Background: an optimization exercise with open tools, aiming at small area. Do not read the settings as production practice.
In this exercise RTL edits were held to simulation tests only and were not proved equivalent to the original.

indigo:
==> flow/design.v (excerpt) <==
module hopselection(
clk_6M, rstz, p_033us,
regi_isMaster,
ps_pagerespTO,
fk_page,
scancase,
m_half_tslot_p,
connsnewslave, connsnewmaster,
txbit_period, rxbit_period,
fkset_p,   
psackfhs, pagetxfhs, pagetmp, pagerxackfhs ,
corre_threshold,
psrxfhs_succ_p,
psrxfhs,
pstxid,
m_tslot_p, ms_tslot_p,
ps_N_incr_p,
pageAB_2Npage_count, 
Atrain,
regi_interlace_offset, regi_page_k_nudge,
regi_AFH_mode,
regi_AFH_N, regi_AFH_channel_map,
ps, gips, is, giis, page, inquiry, mpr, spr, ir, conns,
prs_clock_frozen, prm_clock_frozen,
CLK, CLKE, CLKN, BD_ADDR,
counter_isFHS,
fk,
fk_chg_p, fk_chg_p_ff,
fk_pstxid
);
For scale: roughly 1200 cells after synthesis, ~85 flip-flops, roughly 270 I/O pins.
clock: 25.0 ns
lec_check: 0
cap_margin: 20
core_margin: 2
core_utilization: 40
cts_buf_list: sky130_fd_sc_hd__clkbuf_8
cts_cluster_diameter: 100
cts_cluster_size: 30
place_density: 0.6
slew_margin: 20
standard.sh (not shown) runs the stock make flow with config.mk's settings and CLKGATE_MAP_FILE= SYNTH_SCRIPT=/design/flow/synth_recipe.tcl, a recipe that flattens the netlist after the stock synthesis.
==> flow/flow/run.sh <==
#!/bin/bash
# Own layout flow: the standard ORFS flow (standard.sh) with two changes:
#  - Yosys's abc step maps the combinational logic with an area-oriented ABC
#    script (flow/area.abc) instead of ORFS's speed script; registers are
#    untouched (they are mapped by dfflibmap before abc).
#  - the port buffers that buffer_ports inserts are sky130_fd_sc_hd__buf_1.
#  - clock tree synthesis as ORFS runs it, with clkbuf_8 buffers, sinks
#    clustered in groups of up to 30, and no dummy loads.
# Every tool's output goes to a log file in the work folder.
set -euo pipefail
W=$(pwd)
cat > "$W/own_synth.tcl" <<TCL
proc abc {args} {
  set i [lsearch \$args -script]
  if {\$i >= 0} { set args [lreplace \$args [expr {\$i+1}] [expr {\$i+1}] $W/flow/area.abc] }
  yosys abc {*}\$args
}
source $W/synth_recipe.tcl
TCL
bash "$W/standard.sh" "SYNTH_SCRIPT=$W/own_synth.tcl" \
  "CTS_ARGS=-sink_clustering_enable -repair_clock_nets -dont_use_dummy_load -buf_list sky130_fd_sc_hd__clkbuf_8 -root_buf sky130_fd_sc_hd__clkbuf_8 -sink_clustering_size 30 -sink_clustering_max_diameter 100" \
  "BUFFER_PORTS_ARGS=-buffer_cell sky130_fd_sc_hd__buf_1" finish > "$W/standard.log" 2>&1
==> flow/flow/area.abc <==
&get -n
&st
&deepsyn -T 20
&dch -f
&nf -R 1000
&put
Inputs modified between indigo and amber:
==> flow/flow/run.sh <==
#!/bin/bash
# Own layout flow: the standard ORFS flow (standard.sh) with these changes:
#  - Yosys's abc step maps the combinational logic with an area-oriented ABC
#    script (flow/area.abc) instead of ORFS's speed script; registers are
#    untouched (they are mapped by dfflibmap before abc).
#  - adders and comparators use a ripple-carry $lcu (flow/lcu_ripple.v)
#    instead of ORFS's Kogge-Stone one: smaller, and fast enough at 25 ns.
#  - the port buffers that buffer_ports inserts are sky130_fd_sc_hd__buf_1.
# Every tool's output goes to a log file in the work folder.
set -euo pipefail
W=$(pwd)
cat > "$W/own_synth.tcl" <<TCL
proc abc {args} {
  set i [lsearch \$args -script]
  if {\$i >= 0} { set args [lreplace \$args [expr {\$i+1}] [expr {\$i+1}] $W/flow/area.abc] }
  yosys abc {*}\$args
}
source $W/synth_recipe.tcl
TCL
bash "$W/standard.sh" "SYNTH_SCRIPT=$W/own_synth.tcl" \
  "SYNTH_OPERATIONS_ARGS=-extra-map $W/flow/lcu_ripple.v" \
  "BUFFER_PORTS_ARGS=-buffer_cell sky130_fd_sc_hd__buf_1" finish > "$W/standard.log" 2>&1
==> flow/flow/area.abc <==
&get -n
&st
&deepsyn -T 20
&dch -f
&nf -R 1000
&put
&get -n
&st
&dch -f
&nf -R 1000
&put
==> flow/flow/lcu_ripple.v (new file) <==
(* techmap_celltype = "$lcu" *)
module _80_lcu_ripple (P, G, CI, CO);
	parameter WIDTH = 2;

	(* force_downto *)
	input [WIDTH-1:0] P, G;
	input CI;

	(* force_downto *)
	output [WIDTH-1:0] CO;

	integer i;
	(* force_downto *)
	reg [WIDTH-1:0] c;

	wire [1023:0] _TECHMAP_DO_ = "proc; opt -fast";

	always @* begin
		c[0] = G[0] | (P[0] & CI);
		for (i = 1; i < WIDTH; i = i + 1)
			c[i] = G[i] | (P[i] & c[i-1]);
	end

	assign CO = c;
endmodule
Findings:
- In summary, amber completed successfully, with a layout that passed the timing, DRC and antenna checks.
- indigo did not stop at any stage, and its layout met the timing, DRC and antenna checks.
- Fraction of layout cells with a size suffix above 1 delta for amber relative to indigo: 13 points higher
- Where via count is concerned, indigo is outperformed by amber.
> inputs changed (amber -> garnet)
==> flow/flow/run.sh <==
#!/bin/bash
# Own layout flow: the standard ORFS flow (standard.sh) with two changes:
#  - Yosys's abc step maps the combinational logic with an area-oriented ABC
#    script (flow/area.abc) instead of ORFS's speed script; registers are
#    untouched (they are mapped by dfflibmap before abc).
#  - the port buffers that buffer_ports inserts are sky130_fd_sc_hd__buf_1.
# Every tool's output goes to a log file in the work folder.
set -euo pipefail
W=$(pwd)
cat > "$W/own_synth.tcl" <<TCL
proc abc {args} {
  set i [lsearch \$args -script]
  if {\$i >= 0} { set args [lreplace \$args [expr {\$i+1}] [expr {\$i+1}] $W/flow/area.abc] }
  yosys abc {*}\$args
}
source $W/synth_recipe.tcl
TCL
bash "$W/standard.sh" "SYNTH_SCRIPT=$W/own_synth.tcl" \
  "BUFFER_PORTS_ARGS=-buffer_cell sky130_fd_sc_hd__buf_1" finish > "$W/standard.log" 2>&1
==> flow/flow/area.abc <==
&get -n
&st
&deepsyn -T 20
&dch -f
&nf -R 1000
&put
removed: flow/flow/lcu_ripple.v
Findings:
Compared with amber, in garnet synthesized cell count moved up, wire length saw an increase.
Looking at overall die width, garnet sits 1.8% higher than amber does.
Changes in tundra relative to garnet:
==> flow/flow/run.sh <==
#!/bin/bash
# Own layout flow: the standard ORFS flow (standard.sh) with two changes:
#  - Yosys's abc step maps the combinational logic with an area-oriented ABC
#    script (flow/area.abc) instead of ORFS's speed script; registers are
#    untouched (they are mapped by dfflibmap before abc).
#  - adders and comparators up to 11 bits wide get a ripple-carry $lcu,
#    wider ones (the clock incrementers) keep Kogge-Stone (flow/lcu_hybrid.v).
#  - the port buffers that buffer_ports inserts are sky130_fd_sc_hd__buf_1.
#  - clock tree synthesis as ORFS runs it, with clkbuf_8 buffers, sinks
#    clustered in groups of up to 30, and no dummy loads.
# Every tool's output goes to a log file in the work folder.
set -euo pipefail
W=$(pwd)
cat > "$W/own_synth.tcl" <<TCL
proc abc {args} {
  set i [lsearch \$args -script]
  if {\$i >= 0} { set args [lreplace \$args [expr {\$i+1}] [expr {\$i+1}] $W/flow/area.abc] }
  yosys abc {*}\$args
}
source $W/synth_recipe.tcl
TCL
bash "$W/standard.sh" "SYNTH_SCRIPT=$W/own_synth.tcl" \
  "SYNTH_OPERATIONS_ARGS=-extra-map $W/flow/lcu_hybrid.v" \
  "CTS_ARGS=-sink_clustering_enable -repair_clock_nets -dont_use_dummy_load -buf_list sky130_fd_sc_hd__clkbuf_8 -root_buf sky130_fd_sc_hd__clkbuf_8 -sink_clustering_size 30 -sink_clustering_max_diameter 100" \
  "BUFFER_PORTS_ARGS=-buffer_cell sky130_fd_sc_hd__buf_1" finish > "$W/standard.log" 2>&1
==> flow/flow/lcu_hybrid.v (new file) <==
// $lcu (carry chain of Yosys's adders and comparators): ripple carry for
// narrow ones (up to 11 bits), Kogge-Stone for wide ones (the clock
// incrementers), where a ripple chain would be too slow.
(* techmap_celltype = "$lcu" *)
module _80_lcu_hybrid (P, G, CI, CO);
	parameter WIDTH = 2;

	(* force_downto *)
	input [WIDTH-1:0] P, G;
	input CI;

	(* force_downto *)
	output [WIDTH-1:0] CO;

	integer i, j;
	(* force_downto *)
	reg [WIDTH-1:0] p, g;

	wire [1023:0] _TECHMAP_DO_ = "proc; opt -fast";

	always @* begin
		p = P;
		g = G;
		g[0] = g[0] | (p[0] & CI);
		if (WIDTH < 12) begin
			for (i = 1; i < WIDTH; i = i + 1)
				g[i] = g[i] | (p[i] & g[i-1]);
		end else begin
			for (i = 0; i < $clog2(WIDTH); i = i + 1) begin
				for (j = WIDTH - 1; j >= 2**i; j = j - 1) begin
					g[j] = g[j] | p[j] & g[j - 2**i];
					p[j] = p[j] & p[j - 2**i];
				end
			end
		end
	end

	assign CO = g;
endmodule
==> comparison <==
- tundra finished all stages; the layout is clean.
- Per the comparison of tundra with garnet, utilization flat; minimum hold slack decreased by 0.016 ns relative to the old numbers; synthesized cell count decreased by 13% relative to the old numbers; non-clock buffer count now larger.

## re-timing with driven ports
In the flow no input, the clock included, has a driving cell. The finished layouts below were timed again as built, in two steps. Step 1 assumes that a clkbuf_16 drives the clock port and a buf_2 every other input. Step 2 adds t to the input delays and takes it off the output delays; t is the mean of the earliest and latest rising clock arrival at the registers after step 1. Input paths then give back, and output paths get back, about the clock's delay inside the block. a / b / c = ideal ports / drivers / drivers and shift; a / b = the first two.
run | t (ns) | slack for setup (ns) | latest minus earliest clock arrival (ns) | slew at the worst register clock pin (ns)
indigo | 0.399 | 2.222 / 2.201 / 2.201 | 0.018 / 0.019 | 0.09 / 0.09
amber | 0.414 | 0.477 / 0.455 / 0.455 | 0.017 / 0.016 | 0.10 / 0.10
garnet | 0.401 | 2.214 / 2.193 / 2.193 | 0.010 / 0.011 | 0.09 / 0.09
tundra | 0.413 | 1.166 / 1.145 / 1.145 | 0.027 / 0.027 | 0.10 / 0.10
After both steps every run listed still meets setup and hold. For amber, which loses most, drivers alone change the setup slack by -0.022 ns; drivers and shift together by -0.022 ns.
